This is an optimization exercise on Yosys and OpenROAD, whose aim is small area, not a production implementation.
Only simulation tests tie the RTL to the original design; equivalence was not proved.
No driver is modelled on the clock port, so clock power and skew are understated where the tree is cut down; a real chip needs a root buffer or a tree.
Power figures rest on the tool's default switching activity, not on a simulated workload.

==> module tbase, before the edit <==
module tbase (
    input clk,
    input reset,
    output tick10,
    output tick100,
    output tick1000
);
    reg [3:0] c0, d1, d2;
    assign tick10 = (c0 == 4'd0);
    assign tick100 = tick10 & d1[3] & d1[0];
    assign tick1000 = tick100 & d2[3] & d2[0];
    always @(posedge clk, posedge reset) begin
        if (reset) begin
            c0 <= 4'd10;
            d1 <= 4'd0;
            d2 <= 4'd0;
        end else begin
            c0 <= tick10 ? 4'd9 : c0 - 4'd1;
            d1 <= tick100 ? 4'd0 : d1 + tick10;
            d2 <= tick1000 ? 4'd0 : d2 + tick100;
        end
    end
endmodule
==> module urx, before the edit <==
module urx (
    input clk,
    input reset,
    input tick,
    input rx,
    output done,
    output reg [7:0] data
);
    reg [7:0] u;
    wire [7:0] un = u + 8'd1;
    wire wait_ = u[7] & ~u[6] & u[3] & (u[1] | u[0]);
    assign done = u[7] & ~u[6] & u[3] & u[0];
    always @(posedge clk, posedge reset) begin
        if (reset) u <= 8'd138;
        else if (wait_) u <= rx ? 8'd138 : 8'd232;
        else if (tick) u <= un;
    end
    always @(posedge clk) begin
        if (!wait_ && tick && !un[7] && un[3:0] == 4'd0) data[un[6:4]] <= rx;
    end
endmodule
==> module utx, before the edit <==
module utx (
    input clk,
    input reset,
    input tick,
    input start,
    input [7:0] data,
    output reg tx
);
    reg [7:0] u;
    wire [7:0] un = u + 8'd1;
    wire idle = u[7] & ~u[6] & u[3];
    wire step = tick & ~idle;
    always @(posedge clk, posedge reset) begin
        if (reset) begin
            u <= 8'd136;
            tx <= 1'b1;
        end else begin
            if (start) u <= 8'd232;
            else u <= u + step;
            if (step) begin
                if (u[7] & u[6] & ~u[4] & (u[3:0] == 4'hf)) tx <= 1'b0;   
                else if (!un[7] && un[3:0] == 4'd0) tx <= data[un[6:4]];
                else if (u[7] & ~u[6] & ~u[3] & (u[2:0] == 3'd7)) tx <= 1'b1;   
            end
        end
    end
endmodule
==> module wclock, before the edit <==
module wclock (
    input clk,
    input reset,
    input mode,
    input tick,
    input add_h,
    input add_m,
    input add_s,
    output reg [6:0] ms,
    output reg [5:0] s,
    output reg [5:0] m,
    output reg [4:0] h
);
    reg [1:0] st;   
    always @(posedge clk, posedge reset) begin
        if (reset) st <= 2'd0;
        else if (mode) begin
            if (st == 2'd0) begin
                case ({add_h, add_m, add_s})
                    3'b001: st <= 2'd1;
                    3'b010: st <= 2'd2;
                    3'b100: st <= 2'd3;
                    default: ;
                endcase
            end else if (!(add_h | add_m | add_s)) st <= 2'd0;
        end
    end
    wire ms99 = ms[6] & ms[5] & ms[1] & ms[0];
    wire s59 = s[5] & s[4] & s[3] & s[1] & s[0];
    wire m59 = m[5] & m[4] & m[3] & m[1] & m[0];
    wire s60 = s[5] & s[4] & s[3] & s[2];
    wire m60 = m[5] & m[4] & m[3] & m[2];
    wire h23 = h[4] & h[2] & h[1] & h[0];
    wire h24 = h[4] & h[3];
    wire ms_c = tick & ms99;
    wire s_c = ms_c & s59;
    wire m_c = s_c & m59;
    always @(posedge clk, posedge reset) begin
        if (reset) begin
            ms <= 0;
            s <= 0;
            m <= 0;
            h <= 0;
        end else begin
            if (tick) ms <= ms_c ? 7'd0 : ms + 7'd1;
            s <= s60 ? 6'd0 : s_c ? {5'd0, st == 2'd1} : s + {ms_c & (st == 2'd1), ms_c ^ (st == 2'd1)};
            m <= m60 ? 6'd0 : m_c ? {5'd0, st == 2'd2} : m + {s_c & (st == 2'd2), s_c ^ (st == 2'd2)};
            h <= h24 ? 5'd0 : (m_c & h23) ? {4'd0, st == 2'd3} : h + {m_c & (st == 2'd3), m_c ^ (st == 2'd3)};
        end
    end
endmodule
==> module swatch, before the edit <==
module swatch (
    input clk,
    input reset,
    input mode,
    input rs,
    input clr,
    output reg [6:0] ms,
    output reg [5:0] s,
    output reg [5:0] m,
    output reg [5:0] h
);
    reg [1:0] st;   
    always @(posedge clk, posedge reset) begin
        if (reset) st <= 2'd0;
        else
            case (st)
                2'd0:
                if (!mode) begin
                    if (rs) st <= 2'd1;
                    else if (clr) st <= 2'd2;
                end
                2'd1: if (!mode && rs) st <= 2'd0;
                2'd2: if (!clr) st <= 2'd0;
                default: ;
            endcase
    end
    wire run = st[0];   
    wire clear = st[1];
    reg [9:0] lf;
    wire tick = (lf == 10'b0101100100);
    always @(posedge clk, posedge reset) begin
        if (reset) lf <= 10'd0;
        else if (run) lf <= tick ? 10'd1 : {lf[8:0], ~(lf[9] ^ lf[6])};
    end
    wire ms_c = tick & ms[6] & ms[5] & ms[1] & ms[0];
    wire s_c = ms_c & s[5] & s[4] & s[3] & s[1] & s[0];
    wire m_c = s_c & m[5] & m[4] & m[3] & m[1] & m[0];
    wire h59 = h[5] & h[4] & h[3] & h[1] & h[0];
    always @(posedge clk, posedge reset) begin
        if (reset) begin
            ms <= 0;
            s <= 0;
            m <= 0;
            h <= 0;
        end else begin
            ms <= (clear | ms_c) ? 7'd0 : ms + tick;
            s <= (clear | s_c) ? 6'd0 : s + ms_c;
            m <= (clear | m_c) ? 6'd0 : m + s_c;
            h <= (clear | (m_c & h59)) ? 6'd0 : h + m_c;
        end
    end
endmodule
==> flow/config.mk <==
export PLATFORM = sky130hd
export DESIGN_NAME = TOP_UART_WATCH
export DESIGN_NICKNAME = TOP_UART_WATCH
export VERILOG_FILES = /design/flow/design.v
export SDC_FILE = /design/flow/constraint.sdc
export NUM_CORES = 4
export LEC_CHECK = 0
export ABC_AREA = 1
export CAP_MARGIN = 20
export CORE_MARGIN = 2
export CORE_UTILIZATION = 75
export SLEW_MARGIN = 20
==> flow/constraint.sdc <==
create_clock -name core_clock -period 12.0 [get_ports {clk}]
set_input_delay 2.4000 -clock core_clock [delete_from_list [all_inputs] [get_ports {clk}]]
set_output_delay 2.4000 -clock core_clock [all_outputs]
set_load 0.01 [all_outputs]
standard.sh (not shown) runs the stock make flow with config.mk's settings and CLKGATE_MAP_FILE= SYNTH_SCRIPT=/design/flow/synth_recipe.tcl, a recipe that flattens the netlist after the stock synthesis.
==> flow/flow/run.sh <==
#!/bin/bash
# The standard layout, with three changes:
#  - the standard synthesis netlist's logic is re-mapped for area by ABC
#    (flow/reabc.tcl, four deepsyn seeds), registers untouched, and the
#    smallest result kept only if Yosys proves it equal to the standard
#    netlist (flow/equiv.tcl);
#  - port buffers are buf_1;
#  - a small hand-built two-level clock tree of inverters (flow/cts_hook.tcl).
set -euo pipefail
here=$(pwd)
R=$here/orfs/results/sky130hd/TOP_UART_WATCH/base
YOSYS=$FLOW_HOME/../tools/install/yosys/bin/yosys
export LIB=$FLOW_HOME/platforms/sky130hd/lib/sky130_fd_sc_hd__tt_025C_1v80.lib
export TOP=$FLOW_TOP
export BUFFER_PORTS_ARGS="-buffer_cell sky130_fd_sc_hd__buf_1"
export PRE_CTS_TCL="$here/flow/cts_hook.tcl"
export CTS_GROUP_SIZE=24 CTS_LEAF=sky130_fd_sc_hd__inv_12 CTS_ROOT=sky130_fd_sc_hd__inv_4

bash standard.sh synth > synth.log 2>&1
cp "$R/1_2_yosys.v" "$here/synth_standard.v"
export IN_V="$here/synth_standard.v"
# four ABC runs with different deepsyn seeds; the smallest proven one is used
for seed in 1 2 3 4; do
  OUT_V="$here/synth_reabc_$seed.v" \
  ABC_SCRIPT="+strash;&get,-n;&deepsyn,-T,150,-S,$seed;&put;dc2;dch,-f;amap;strash;dch,-f;amap" \
    $YOSYS -c flow/reabc.tcl > "reabc_$seed.log" 2>&1 &
done
wait || true
used=standard
for f in $(for seed in 1 2 3 4; do
             a=$(grep "Chip area for top" "reabc_$seed.log" 2>/dev/null | tail -1 | awk '{print $NF}')
             [ -n "$a" ] && [ -s "$here/synth_reabc_$seed.v" ] && echo "$a $here/synth_reabc_$seed.v"
           done | sort -g | awk '{print $2}'); do
  if OUT_V="$f" $YOSYS -c flow/equiv.tcl > "equiv_$(basename "$f" .v).log" 2>&1; then
    sleep 1
    cp "$f" "$R/1_2_yosys.v"
    rm -f "$R/1_synth.odb" "$R/1_synth.sdc"
    used=$f
    break
  fi
done
echo "netlist used: $used" > reabc_status.txt
bash standard.sh > standard.log 2>&1
Other scripts of this flow, unchanged in this note and not shown: flow/flow/cts_hook.tcl, flow/flow/equiv.tcl, flow/flow/mycts.tcl, flow/flow/reabc.tcl
Change:
--- a/flow/design.v
+++ b/flow/design.v
@@ -61,8 +61,8 @@
 );
     reg [3:0] c0, d1, d2;
     assign tick10 = (c0 == 4'd0);
-    assign tick100 = tick10 & d1[3] & d1[0];
-    assign tick1000 = tick100 & d2[3] & d2[0];
+    assign tick100 = tick10 & (d1 == 4'd9);
+    assign tick1000 = tick100 & (d2 == 4'd9);
     always @(posedge clk, posedge reset) begin
         if (reset) begin
             c0 <= 4'd10;
@@ -85,8 +85,8 @@
 );
     reg [7:0] u;
     wire [7:0] un = u + 8'd1;
-    wire wait_ = u[7] & ~u[6] & u[3] & (u[1] | u[0]);
-    assign done = u[7] & ~u[6] & u[3] & u[0];
+    wire wait_ = (u == 8'd137) | (u == 8'd138);
+    assign done = (u == 8'd137);
     always @(posedge clk, posedge reset) begin
         if (reset) u <= 8'd138;
         else if (wait_) u <= rx ? 8'd138 : 8'd232;
@@ -106,8 +106,7 @@
 );
     reg [7:0] u;
     wire [7:0] un = u + 8'd1;
-    wire idle = u[7] & ~u[6] & u[3];
-    wire step = tick & ~idle;
+    wire step = tick & (u != 8'd136);
     always @(posedge clk, posedge reset) begin
         if (reset) begin
             u <= 8'd136;
@@ -116,9 +115,9 @@
             if (start) u <= 8'd232;
             else u <= u + step;
             if (step) begin
-                if (u[7] & u[6] & ~u[4] & (u[3:0] == 4'hf)) tx <= 1'b0;   
+                if (un == 8'd240) tx <= 1'b0;
                 else if (!un[7] && un[3:0] == 4'd0) tx <= data[un[6:4]];
-                else if (u[7] & ~u[6] & ~u[3] & (u[2:0] == 3'd7)) tx <= 1'b1;   
+                else if (un == 8'd136) tx <= 1'b1;
             end
         end
     end
@@ -166,16 +165,9 @@
             end else if (!(add_h | add_m | add_s)) st <= 2'd0;
         end
     end
-    wire ms99 = ms[6] & ms[5] & ms[1] & ms[0];
-    wire s59 = s[5] & s[4] & s[3] & s[1] & s[0];
-    wire m59 = m[5] & m[4] & m[3] & m[1] & m[0];
-    wire s60 = s[5] & s[4] & s[3] & s[2];
-    wire m60 = m[5] & m[4] & m[3] & m[2];
-    wire h23 = h[4] & h[2] & h[1] & h[0];
-    wire h24 = h[4] & h[3];
-    wire ms_c = tick & ms99;
-    wire s_c = ms_c & s59;
-    wire m_c = s_c & m59;
+    wire ms_c = tick & (ms == 7'd99);
+    wire s_c = ms_c & (s == 6'd59);
+    wire m_c = s_c & (m == 6'd59);
     always @(posedge clk, posedge reset) begin
         if (reset) begin
             ms <= 0;
@@ -184,9 +176,9 @@
             h <= 0;
         end else begin
             if (tick) ms <= ms_c ? 7'd0 : ms + 7'd1;
-            s <= s60 ? 6'd0 : s_c ? {5'd0, st == 2'd1} : s + {ms_c & (st == 2'd1), ms_c ^ (st == 2'd1)};
-            m <= m60 ? 6'd0 : m_c ? {5'd0, st == 2'd2} : m + {s_c & (st == 2'd2), s_c ^ (st == 2'd2)};
-            h <= h24 ? 5'd0 : (m_c & h23) ? {4'd0, st == 2'd3} : h + {m_c & (st == 2'd3), m_c ^ (st == 2'd3)};
+            s <= (s == 6'd60) ? 6'd0 : s_c ? {5'd0, st == 2'd1} : s + {ms_c & (st == 2'd1), ms_c ^ (st == 2'd1)};
+            m <= (m == 6'd60) ? 6'd0 : m_c ? {5'd0, st == 2'd2} : m + {s_c & (st == 2'd2), s_c ^ (st == 2'd2)};
+            h <= (h == 5'd24) ? 5'd0 : (m_c && h == 5'd23) ? {4'd0, st == 2'd3} : h + {m_c & (st == 2'd3), m_c ^ (st == 2'd3)};
         end
     end
 endmodule
@@ -216,18 +208,17 @@
                 default: ;
             endcase
     end
-    wire run = st[0];   
-    wire clear = st[1];
+    wire run = (st == 2'd1);
+    wire clear = (st == 2'd2);
     reg [9:0] lf;
     wire tick = (lf == 10'b0101100100);
     always @(posedge clk, posedge reset) begin
         if (reset) lf <= 10'd0;
         else if (run) lf <= tick ? 10'd1 : {lf[8:0], ~(lf[9] ^ lf[6])};
     end
-    wire ms_c = tick & ms[6] & ms[5] & ms[1] & ms[0];
-    wire s_c = ms_c & s[5] & s[4] & s[3] & s[1] & s[0];
-    wire m_c = s_c & m[5] & m[4] & m[3] & m[1] & m[0];
-    wire h59 = h[5] & h[4] & h[3] & h[1] & h[0];
+    wire ms_c = tick & (ms == 7'd99);
+    wire s_c = ms_c & (s == 6'd59);
+    wire m_c = s_c & (m == 6'd59);
     always @(posedge clk, posedge reset) begin
         if (reset) begin
             ms <= 0;
@@ -238,7 +229,7 @@
             ms <= (clear | ms_c) ? 7'd0 : ms + tick;
             s <= (clear | s_c) ? 6'd0 : s + ms_c;
             m <= (clear | m_c) ? 6'd0 : m + s_c;
-            h <= (clear | (m_c & h59)) ? 6'd0 : h + m_c;
+            h <= (clear | (m_c & h == 6'd59)) ? 6'd0 : h + m_c;
         end
     end
 endmodule
=> Hold slack got worse by 0.0071 ns; cell area increases by about 0.6%; sequential cell count does not change; area after synthesis increases by about 0.32%; routed wire length is about the same; worst setup slack got worse by 0.026 ns; combinational power stays flat; first-iteration DRC count decreases by about 32%.
No run of this note takes its clock network from TritonCTS; it comes from the design's own scripts or RTL.

afterwards: timing with drivers on the ports:
The results above use ideal ports. As a check the final layouts listed here were re-extracted and re-timed, cells and wires unchanged. Step 1 sets driving cells, clkbuf_16 on the clock port and buf_2 on the other inputs (assumed; they add their load-dependent delay and slew). Step 2, shift: input delay + t, output delay - t, t = (earliest + latest rising clock arrival at the registers) / 2. This alone moves slack from input paths to output paths. Three values: no drivers, after step 1, after step 2; two values: the first two.
run | shift t [ns] | setup WS [ns] | worst setup path after step 2 | slew at the worst register clock pin (ns) | worst slew at a driven data input, ns
the first run | 0.330 | 2.207 / 2.158 / 2.158 | input to output | 0.10 / 0.10 | 0.05
the second run | 0.333 | 2.181 / 2.155 / 2.155 | input to output | 0.11 / 0.11 | 0.03
After both steps every run listed still meets setup and hold. For the first run, which loses most, drivers alone change the setup slack by -0.049 ns; drivers and shift together by -0.049 ns.
